From an optimization exercise on the open Yosys and OpenROAD flow, aimed at small area, a short achievable clock period and few clock cycles; shortcuts taken in it are not production practice. Function was checked by simulation only, so behaviour that the tests miss may differ from the original. The flow treats the clock pin as an ideal source, which a real chip does not have. Power and IR drop assume default switching activity.

### config.mk
export PLATFORM = sky130hd
export DESIGN_NAME = RISC_V
export DESIGN_NICKNAME = RISC_V
export VERILOG_FILES = /design/flow/design.v
export SDC_FILE = /design/flow/constraint.sdc
export NUM_CORES = 4
export LEC_CHECK = 0
export ABC_AREA = 1
export CAP_MARGIN = 10
export CORE_MARGIN = 2
export CORE_UTILIZATION = 40
export SETUP_SLACK_MARGIN = 4.4
export SLEW_MARGIN = 10
### constraint.sdc
create_clock -name core_clock -period 8.0 [get_ports {clk}]
set_input_delay 1.6000 -clock core_clock [delete_from_list [all_inputs] [get_ports {clk}]]
set_output_delay 1.6000 -clock core_clock [all_outputs]
set_load 0.01 [all_outputs]
### design.v
`timescale 1ns/1ps
module RISC_V(clk, rst, mem_addr, mem_wdata, mem_we, mem_rdata);
    input clk, rst;
    input  [15:0] mem_rdata;
    output [15:0] mem_addr;
    output [15:0] mem_wdata;
    output        mem_we;
    reg  [15:1] fa;         
    reg  [15:0] ir;         
    reg  [7:0]  sa, sb;     
    reg         iv;         
    reg         mem;        
    reg  [15:0] ea;         
    reg  [2:0]  mrd;        
    reg         mst;        
    reg  [15:0] rf [0:7];
    integer k;
    wire [15:0] w      = mem_rdata;
    wire        w_jump = ~mem & (w[14:12] == 3'b100);
    wire        w_pt   = ~mem & (w[14:12] == 3'b011) & w[15];   
    wire [15:1] inc    = w_jump ? {{4{w[15]}}, w[11:1]} :
                         w_pt   ? {{12{w[15]}}, w[9], w[2:1]} : {14'd0, ~mem};
    wire [15:1] fnext  = fa + inc;
    wire [2:0] op  = ir[14:12];
    wire [2:0] f3  = ir[2:0];
    wire       exv = iv & ~mem;
    wire is_r  = (op == 3'b000);
    wire is_l  = (op == 3'b001);
    wire is_s  = (op == 3'b010);
    wire is_b  = (op == 3'b011);
    wire is_i  = (op == 3'b101);
    reg [15:0] a, b;
    always @(*) begin
        a = 16'd0;
        b = 16'd0;
        for (k = 0; k < 8; k = k + 1) begin
            a = a | ({16{sa[k]}} & rf[k]);
            b = b | ({16{sb[k]}} & rf[k]);
        end
    end
    wire [15:0] immI = {{10{ir[15]}}, ir[8:6], ir[2:0]};
    wire [15:0] immS = {{10{ir[15]}}, ir[5:0]};
    wire        sub  = is_b | (is_r & ~f3[2] & (f3[1] | f3[0]));
    wire [15:0] op2  = (is_r | is_b) ? (sub ? ~b : b) : (is_s ? immS : immI);
    wire [15:0] sum  = a + op2 + {15'd0, sub};
    wire        lt   = (a[15] ^ b[15]) ? a[15] : sum[15];
    wire        eq   = (a == b);
    reg [15:0] res;
    always @(*) begin
        if (is_r & (f3 == 3'b111))      res = a & b;
        else if (is_r & (f3 == 3'b110)) res = a | b;
        else if (is_r & (f3 == 3'b010)) res = {15'd0, lt};
        else                            res = sum;
    end
    wire [4:0]  bimm  = {ir[15], ir[15], ir[9], ir[2:1]};         
    wire [4:0]  boff  = ir[15] ? (5'd1 - bimm) : (bimm - 5'd1);
    wire [15:1] alt   = fa + {{10{boff[4]}}, boff};
    wire taken    = ir[11] ? lt : (eq ^ ir[10]);
    wire redirect = exv & is_b & (taken ^ ir[15]);
    wire        ex_we = exv & (is_r | is_i);
    wire        wen   = mem ? ~mst : ex_we;
    wire [2:0]  wa    = mem ? mrd : ir[11:9];
    wire [15:0] wd    = mem ? mem_rdata : res;
    always @(posedge clk)
        if (wen) rf[wa] <= wd;
    always @(posedge clk or posedge rst) begin
        if (rst) begin
            fa  <= 15'd0;
            iv  <= 1'b0;
            mem <= 1'b0;
        end else begin
            mem <= exv & (is_l | is_s);
            fa <= ({15{redirect}} & alt) | ({15{~redirect}} & fnext);
            if (~mem)
                iv <= ~redirect;
        end
    end
    wire keep_b = mem | (exv & is_s);
    always @(posedge clk) begin
        if (~mem)
            ir <= w;
        for (k = 0; k < 8; k = k + 1) begin
            sa[k] <= mem ? (ir[5:3] == k) : (w[5:3] == k);
            sb[k] <= keep_b ? (ir[8:6] == k) : (w[8:6] == k);
        end
        ea  <= sum;
        mrd <= ir[11:9];
        mst <= is_s;
    end
    assign mem_addr  = mem ? ea : {fa, 1'b0};
    assign mem_wdata = b;
    assign mem_we    = mem & mst;
endmodule
### flow/run.sh
#!/bin/bash
# The standard layout (standard.sh) with these changes:
# - synthesis leaves adders to ABC instead of mapping them onto the
#   library's full/half-adder cells (ADDER_MAP_FILE empty), and ABC maps
#   with flow/abc_area.script (the ORFS scripts are copied into scripts/
#   here with only that file replaced); the registers are the standard
#   synthesis's;
# - plain buffers on the ports (buffer_ports otherwise picks delay cells);
# - after the post-CTS timing repair, a downsizing pass (flow/area_recover.tcl)
#   that keeps the setup slack at or above SETUP_SLACK_MARGIN.
# Full tool output goes to standard.log.
set -e
export FLOW_FLOW_DIR=$PWD/flow
rm -rf scripts
cp -r "$FLOW_HOME/scripts" scripts
cp flow/abc_area.script scripts/abc_area.script
export SCRIPTS_DIR=$PWD/scripts
export ADDER_MAP_FILE=
export BUFFER_PORTS_ARGS="-buffer_cell sky130_fd_sc_hd__buf_1"
export POST_CTS_TCL=$FLOW_FLOW_DIR/post_cts.tcl
bash standard.sh > standard.log 2>&1
### flow/abc_area.script
strash
dch
map -B 0.9
strash
dch
map -B 0.9
topo
stime -c
buffer -c
upsize -c
dnsize -c
### flow/area_recover.tcl
# Greedy area recovery: try each sized-up cell at smaller drive strengths of
# the same cell (same footprint) and keep the smallest one that leaves the
# worst setup slack at or above the margin (or where it was, if lower), and
# keeps every pin at least 20% inside its max-slew and max-capacitance
# limits (or no worse than before). Clock-tree cells are left alone.
proc area_recover { margin } {
  set dont_use {}
  if { [info exists ::env(DONT_USE_CELLS)] } { set dont_use $::env(DONT_USE_CELLS) }
  set wns0 [sta::worst_slack_cmd max]
  set limit [expr { min($margin * 1e-9, $wns0) }]
  set slew_lim [expr { min(0.2 * [sta::max_slew_check_limit], [sta::max_slew_check_slack]) }]
  set cap_lim [expr { min(0.2 * [sta::max_capacitance_check_limit], [sta::max_capacitance_check_slack]) }]
  puts "area_recover: worst slack $wns0, keeping it at or above $limit"
  set n 0
  set insts {}
  foreach inst [get_cells *] {
    set cell [get_property $inst ref_name]
    if { ![regexp {^(sky130_fd_sc_hd__[a-z0-9]+)_([0-9]+)$} $cell -> base drive] } { continue }
    if { [regexp {clk|dly|tap|fill|decap|diode} $base] } { continue }
    if { $drive == 0 } { continue }
    lappend insts [list $inst $base $drive $cell]
  }
  foreach rec $insts {
    lassign $rec inst base drive cell
    set cands {}
    foreach lc [get_lib_cells ${base}_*] {
      set name [get_name $lc]
      if { ![regexp "^${base}_(\[0-9\]+)\$" $name -> d] } { continue }
      if { $d >= $drive } { continue }
      set skip 0
      foreach p $dont_use { if { [string match $p $name] } { set skip 1 } }
      if { $skip } { continue }
      lappend cands [list $d $name]
    }
    set cands [lsort -integer -index 0 $cands]
    foreach c $cands {
      set name [lindex $c 1]
      replace_cell $inst $name
      if { [sta::worst_slack_cmd max] >= $limit
           && [sta::max_slew_check_slack] >= $slew_lim
           && [sta::max_capacitance_check_slack] >= $cap_lim } {
        incr n
        break
      }
      replace_cell $inst $cell
    }
  }
  puts "area_recover: resized $n cells, worst slack [sta::worst_slack_cmd max]"
}
### flow/post_cts.tcl
# After CTS and its timing repair: give back the drive strength that repair
# added where the setup slack stays at or above the repair margin (two
# passes, as one downsizing can make room for another), then legalize the
# placement again.
source $::env(FLOW_FLOW_DIR)/area_recover.tcl
area_recover $::env(SETUP_SLACK_MARGIN)
area_recover $::env(SETUP_SLACK_MARGIN)
detailed_placement
check_placement -verbose
### standard.sh
#!/bin/bash
# synth_recipe.tcl (not shown) runs the flow's synth.tcl, then flattens the netlist and writes it again
# the make line also repeats each setting of config.mk as NAME=value (left out here)
make -C /OpenROAD-flow-scripts/flow DESIGN_CONFIG=/design/flow/config.mk WORK_HOME=/design/flow/orfs CLKGATE_MAP_FILE= SYNTH_SCRIPT=/design/flow/synth_recipe.tcl "${@:-finish}"
==> impl_metrics.py, run 1 <==
metrics = {
    "synth": {
        "synth_fa_ha_area_frac": 0,
        "synth_area_per_cell_sq_um": 7.40,
        "yosys_warnings": 1,
        "synthSimpleGateAreaFrac": 0.356,
        "postSynthCellCount": 1583,
        "synth_top_family_by_area": "simple AND/OR/NAND/NOR gates",
        "yosys-top-cells-area": "edfxtp_1 (37%), nand2_1 (22%), dfxtp_1 (6.2%)",
        "synth-compound-area-share": 0.0733,
        "ys_ff_latch": 197,
        "netlist_area_sq_um": 11700,
        "synth_cell_types": 54,
        "synth_xor_xnor_area_share": 0.0299,
        "muxShareOfSynthArea": 0.000855,
        "ys_seq_area_frac": 0.467,
        "synth_top_area_cell": "edfxtp_1",
        "yosysTopAreaCellShare": 0.369,
        "synth_nets": 1601,
    },
    "setup_path": {
        "worstSetupPathType": "flop to flop",
        "r2r_cells": 5,
        "path_max_fanout": 65,
        "crit_required_ps": 8060,
        "end_kind": "flop",
        "start_kind": "flop",
        "worst_ep_arrival_time_ps": 3580,
    },
    "worst_hold_path": {
        "holdPathStages": 0,
        "hold_path_class": "flop to flop",
    },
    "layout": {
        "final_util": 0.457,
        "diodes": 0,
        "drive_gt1_frac": 0.0848,
        "final_cell_count_no_fill": 2047,
        "stdcell_area_sq_um": 13100,
        "final_cell_mix": "nand2_1 (689), edfxtp_1 (144), inv_1 (143), nor2_1 (138)",
        "multi_input_area_sq_um": 5530,
        "fillers": 2890,
        "area_growth_pct": 12.3,
        "final_nets": 1668,
        "final_common_cell": "nand2_1",
        "regArea_sq_um": 5510,
    },
    "placed_design": {
        "post-dp-hpwl_microns": 26200,
        "placed_area_sq_um": 12200,
        "port_buffers": 50,
        "placed_cells_incl_taps": 1978,
        "dp_worst_setup_slack_ps": 3880,
        "globalplace.congestion": 0.937,
    },
    "clock_network": {
        "clock_sinks": 197,
        "path_clk_slew_ps": 70,
        "clk_latency_ps": 440,
        "cts_tree": "yes",
    },
    "floorplan": {
        "chipHeight_microns": 175,
        "chipWidth_microns": 175,
        "io_pins": 51,
        "row_count": 62,
        "core_sq_um": 28800,
        "die_area_sq_um": 30700,
        "initial_core_util": 0.407,
    },
    "power": {
        "ir_drop_mv": 0.181,
        "power_frac_seq": 0.322,
        "p_sw_frac": 0.499,
        "p_leak_uw": 0.00603,
        "share_comb_of_total_power": 0.549,
        "p_per_area_nw_per_um2": 486,
        "p_switching_uw": 3190,
        "p_int_uw": 3200,
        "clkPwrFrac": 0.129,
    },
    "routing": {
        "ant_nets": 0,
        "vias_per_cell": 5.36,
        "vias": 11000,
        "dr.pass1.iters": 5,
        "wire_per_inst_microns": 18.9,
        "drt_iter0_drc": 951,
        "drc_errors": 0,
        "wl_microns": 38600,
    },
    "sta": {
        "period_share": 0.440,
        "maxSlewHeadroom": 0.131,
        "rsz0062_at_grt": "true",
        "maxSlewViolCount": 0,
        "finalSetupViolations": 0,
        "tightest_slew_ps": 1300,
        "fin_ws_ps": 4480,
        "fin_setup_tns_ps": 0,
        "finalClockSkew_ps": 30.1,
        "min_period_ps": 3520,
        "fmax_mhz": 284,
        "hold_viol": 0,
    },
    "global_routing": {
        "grt_overflow": 0,
        "track_usage": 0.248,
        "grt_antenna_before_repair": 0,
        "grt_max_degree": 66,
        "grt_pass1_vias": 9995,
        "grt_pass1_wl_microns": 57400,
    },
    "outcome": {
        "status": "complete, no violations",
    },
    "job": {
        "cap_viol_max_count": 0,
    },
}
## routing by layer
layer	wire, microns	global-route usage	share of wire
met1	16800	0.338	0.44
met2	17400	0.395	0.45
met3	2960	0.0413	0.077
met4	1340	0.0993	0.035
met5	0	0	0
## area by class of cell
cell class,count,share of cell area
multi-input cells,1192,0.420
clock inverters,15,0.0106
well taps,384,0.0365
clock buffers,17,0.0324
flip-flops and latches,197,0.419
inverters,143,0.0411
repair buffers,99,0.0403
## power groups by stage
stage / combinational [uW] / sequential (uW) / clock (uW)
2_1_floorplan: 2390 / 1880 / 0
5_1_grt: 3880 / 2080 / 876
3_5_place_dp: 3320 / 2060 / 0
6_report: 3510 / 2050 / 825
3_3_place_gp: 3300 / 2060 / 0
## cells by family (layout without fill, tap and decap cells)
logic type	after synthesis	count (layout)
XOR/XNOR	40	40
multiplexers	1	1
AO/OA/AOI/OAI	145	145
buffers and inverters	197	274
flip-flops	197	197
AND/OR/NAND/NOR	1003	1006
## critical path, stage by stage (launching register included)
cell	delay, ps
dfrtp_1	380
buf_4	330
o21ai_0	620
inv_1	190
nor2_1	1020
buf_1	580
## flip-flops by register name (all words and copies together), names as in the netlist
signal	flops
mem	1
mrd	3
mst	1
sa	8
fa	15
rf	128
ea	16
ir	16
sb	8
iv	1
## metrics by stage
step,total power [uW],hold slack (ps)
after floorplan,4270,364
after global placement,5350,377
after detailed placement,5380,389
after global routing,6840,406
final,6390,395
## path summary, 6_finish.rpt
| check | start | to | slack [ps] |
|---|---|---|---|
| worst max-delay path | mem | rf[3][4] | 4480 |
| worst min-delay path | ir[10] | mrd[1] | 390 |
| worst max register to register | mem | rf[3][4] | 4480 |
| worst min register to register | ir[10] | mrd[1] | 390 |
| max in group asynchronous | rst | fa[14] | 6250 |
| min in group asynchronous | rst | fa[1] | 1250 |
## Yosys cell counts (all sizes together)
master,count
and2,4
edfxtp,144
a21oi,28
clkinv,2
a311oi,2
nand3,64
o32ai,2
or2,8
o211ai,1
dfxtp,36
o21bai,1
o21ai,79
a22o,13
clkbuf,20
a31o,1
a2bb2oi,1
or3,1
nor3,11
o21a,1
nor4,5
nand3b,2
nand4,53
mux2i,1
a31oi,2
dfrtp,17
o31ai,2
buf,34
inv,141
xnor2,19
xor2,21
nor2,143
o2111ai,1
o41ai,1
a22oi,5
o22ai,1
a21boi,3
nand2,712
a21o,1
Testbench counts, summed over its fixed seeds: cycles 40,390.
==> inputs of run 2 (changes only) <==
==> flow/abc_area.script (replaced) <==
strash
&get -n
&fraig -x
&put
scorr
dc2
dretime
strash
dch -f
map -B 0.9
topo
stime -c
buffer -c
upsize -c
dnsize -c
==> impl_metrics.py, run 2 <==
metrics = {
    "outcome": {
        "status": "complete, no violations",
    },
    "layout": {
        "diodes": 0,
        "area_growth_pct": 23.6,
        "largest_register_ffs": 128,
        "reg_top3": "rf (128), ea (16), ir (16)",
        "final_cell_count_no_fill": 1903,
        "final_nets": 1567,
        "top_register": "rf",
        "fillers": 2604,
        "regArea_sq_um": 5510,
        "drive_gt1_frac": 0.181,
        "final_cell_mix": "nand2_1 (312), inv_1 (206), edfxtp_1 (144), buf_1 (138), nor2_1 (81)",
        "final_common_cell": "nand2_1",
        "multi_input_area_sq_um": 4920,
    },
    "global_routing": {
        "grt_overflow": 0,
        "grt_pass1_wl_microns": 55500,
        "track_usage": 0.259,
        "grt.busiest_layer": "met2",
        "gr-usage-met2": 0.429,
        "grt_pass1_vias": 9751,
        "grt_use_met1": 0.319,
        "globalRouteMet3Util": 0.0519,
        "grt_antenna_before_repair": 0,
        "grt_max_degree": 60,
    },
    "routing": {
        "vias_per_cell": 5.54,
        "dr.pass1.iters": 5,
        "ant_nets": 0,
        "vias": 10500,
        "wl_microns": 38200,
        "drt_iter0_drc": 1317,
        "wire_per_inst_microns": 20.1,
        "drc_errors": 0,
    },
    "synth": {
        "yosysTopAreaCellShare": 0.393,
        "async_reset_ff_frac": 0.0863,
        "yosys-top-cells-area": "edfxtp_1 (39%), nand2_1 (11%), inv_1 (7.1%)",
        "ys_ff_latch": 197,
        "synth_edf_count": 144,
        "ys_seq_area_frac": 0.497,
        "netlist_area_sq_um": 11000,
        "synth_area_per_cell_sq_um": 8.34,
        "synthTopCellsByCount": "nand2_1 (330), inv_1 (209), edfxtp_1 (144)",
        "synth_flop_cell": "edfxtp_1",
        "postSynthCellCount": 1320,
        "synth_nets": 1338,
        "yosysMostFrequentCell": "nand2_1",
        "synth_top_area_cell": "edfxtp_1",
        "synth_cell_types": 51,
        "yosys_warnings": 1,
    },
    "sta": {
        "maxSlewViolCount": 0,
        "finalSetupViolations": 0,
        "rsz0062_at_grt": "true",
        "min_period_ps": 4030,
        "fmax_mhz": 248,
        "finalClockSkew_ps": 30.4,
        "whs_ps": 435,
        "fin_ws_ps": 3970,
        "fin_setup_tns_ps": 0,
        "tightest_slew_ps": 1340,
        "hold_viol": 0,
        "maxSlewHeadroom": 0.0986,
        "period_share": 0.503,
    },
    "power": {
        "p_sw_frac": 0.443,
        "power_frac_seq": 0.327,
        "p_switching_uw": 2210,
        "p_leak_uw": 0.00589,
        "ir_drop_mv": 0.157,
        "clkPwrFrac": 0.161,
        "share_comb_of_total_power": 0.512,
        "p_int_uw": 2780,
        "p_per_area_nw_per_um2": 367,
    },
    "clock_network": {
        "clk_latency_ps": 460,
        "path_clk_slew_ps": 80,
        "cts_tree": "yes",
        "clock_sinks": 197,
    },
    "setup_path": {
        "start_kind": "input port",
        "path_max_fanout": 6,
        "end_kind": "flop",
        "cpMostUsedCell": "nand2_2",
        "cp_num_buf_inv": 2,
        "crit_required_ps": 8380,
        "crit_path_max_incr_delay_ps": 230,
        "worst_ep_arrival_time_ps": 4410,
        "cp_top_family": "simple AND/OR/NAND/NOR gates",
        "worstSetupPathType": "input port to flop",
        "critPathSlowestCell": "nand2_2",
    },
    "floorplan": {
        "row_count": 60,
        "core_sq_um": 27000,
        "die_area_sq_um": 28900,
        "initial_core_util": 0.407,
        "chipHeight_microns": 170,
        "io_pins": 51,
        "chipWidth_microns": 170,
    },
    "placed_design": {
        "port_buffers": 50,
        "dp_worst_setup_slack_ps": 3010,
        "post-dp-hpwl_microns": 24300,
        "globalplace.congestion": 0.907,
        "placed_cells_incl_taps": 1695,
    },
    "job": {
        "cap_viol_max_count": 0,
    },
    "worst_hold_path": {
        "hold_path_class": "flop to flop",
    },
}
-- run 2: per-layer routing --
metal,vias to the layer above,part of all wire
met3,155,0.084
met1,4910,0.39
met4,0,0.053
li1,4904,-
met2,577,0.47
met5,-,0
-- run 2: kinds of logic (layout without fill, tap and decap cells) --
kind of cell / Yosys count / in the layout / synth area share
and+or+nand+nor: 574 / 577 / 0.233
AOI/OAI and AO/OA: 258 / 258 / 0.148
buffers and inverters: 256 / 495 / 0.0945
DFF: 197 / 197 / 0.497
xor gates and xnor gates: 35 / 35 / 0.0278
-- run 2: cell type report --
cell class              instances  area share
clock buffers                  17      0.0313
clock inverters                15     0.00827
inverters                     224      0.0667
multi-input cells             870       0.361
flip-flops and latches        197       0.405
well taps                     341      0.0314
repair buffers                238      0.0954
repair inverters                1    0.000644
-- run 2: worst paths after layout --
check	depth (start not counted)	slack, ps	start	to
max in group asynchronous	2	6320	rst	fa[12]
min in group asynchronous	2	1220	rst	fa[13]
worst max-delay path	29	3970	mem_rdata[12]	fa[15]
worst max register to register	19	4100	ir[14]	rf[0][8]
worst min-delay path	0	430	ir[10]	mrd[1]
worst min register to register	0	430	ir[10]	mrd[1]
-- run 2: stage by stage --
step / area (sq um) / utilization / total power (uW)
2_1_floorplan: 11100 / - / 2990
3_3_place_gp: 11600 / 0.429 / 3630
3_5_place_dp: 11600 / 0.429 / 3650
5_1_grt: 13600 / 0.504 / 5270
6_report: 13600 / 0.504 / 4990
-- run 2: power groups by stage --
stage          sequential [uW]  combinational (uW)  clock [uW]
3_3_place_gp              1650                1980           0
3_5_place_dp              1660                2000           0
6_report                  1630                2560         804
5_1_grt                   1650                2770         850
2_1_floorplan             1580                1410           0

[afterwards: timing with drivers on the ports]
In the flow no input, the clock included, has a driving cell. The finished layouts below were timed again as built, in two steps.
Step 1 assumes that a clkbuf_16 drives the clock port and a buf_2 every other input.
Step 2, shift: input delay + t, output delay - t, t = (earliest + latest rising clock arrival at the registers) / 2. This alone moves slack from input paths to output paths.
Three values: ideal, step 1, step 2; two values: the first two.
| run | t (ns) | setup slack, ns | worst hold slack (ns) | clock arrival spread, ns | worst data-port slew with drivers (ns) |
|---|---|---|---|---|---|
| run 1 | 0.474 | 4.483 / 4.483 / 4.090 | 0.395 / 0.395 / 0.395 | 0.030 / 0.030 | 0.03 |
| run 2 | 0.487 | 3.973 / 3.972 / 3.485 | 0.435 / 0.435 / 0.435 | 0.030 / 0.031 | 0.05 |
After both steps every run listed still meets setup and hold. For run 2, which loses most, drivers alone change the setup slack by -0.001 ns; drivers and shift together by -0.488 ns.
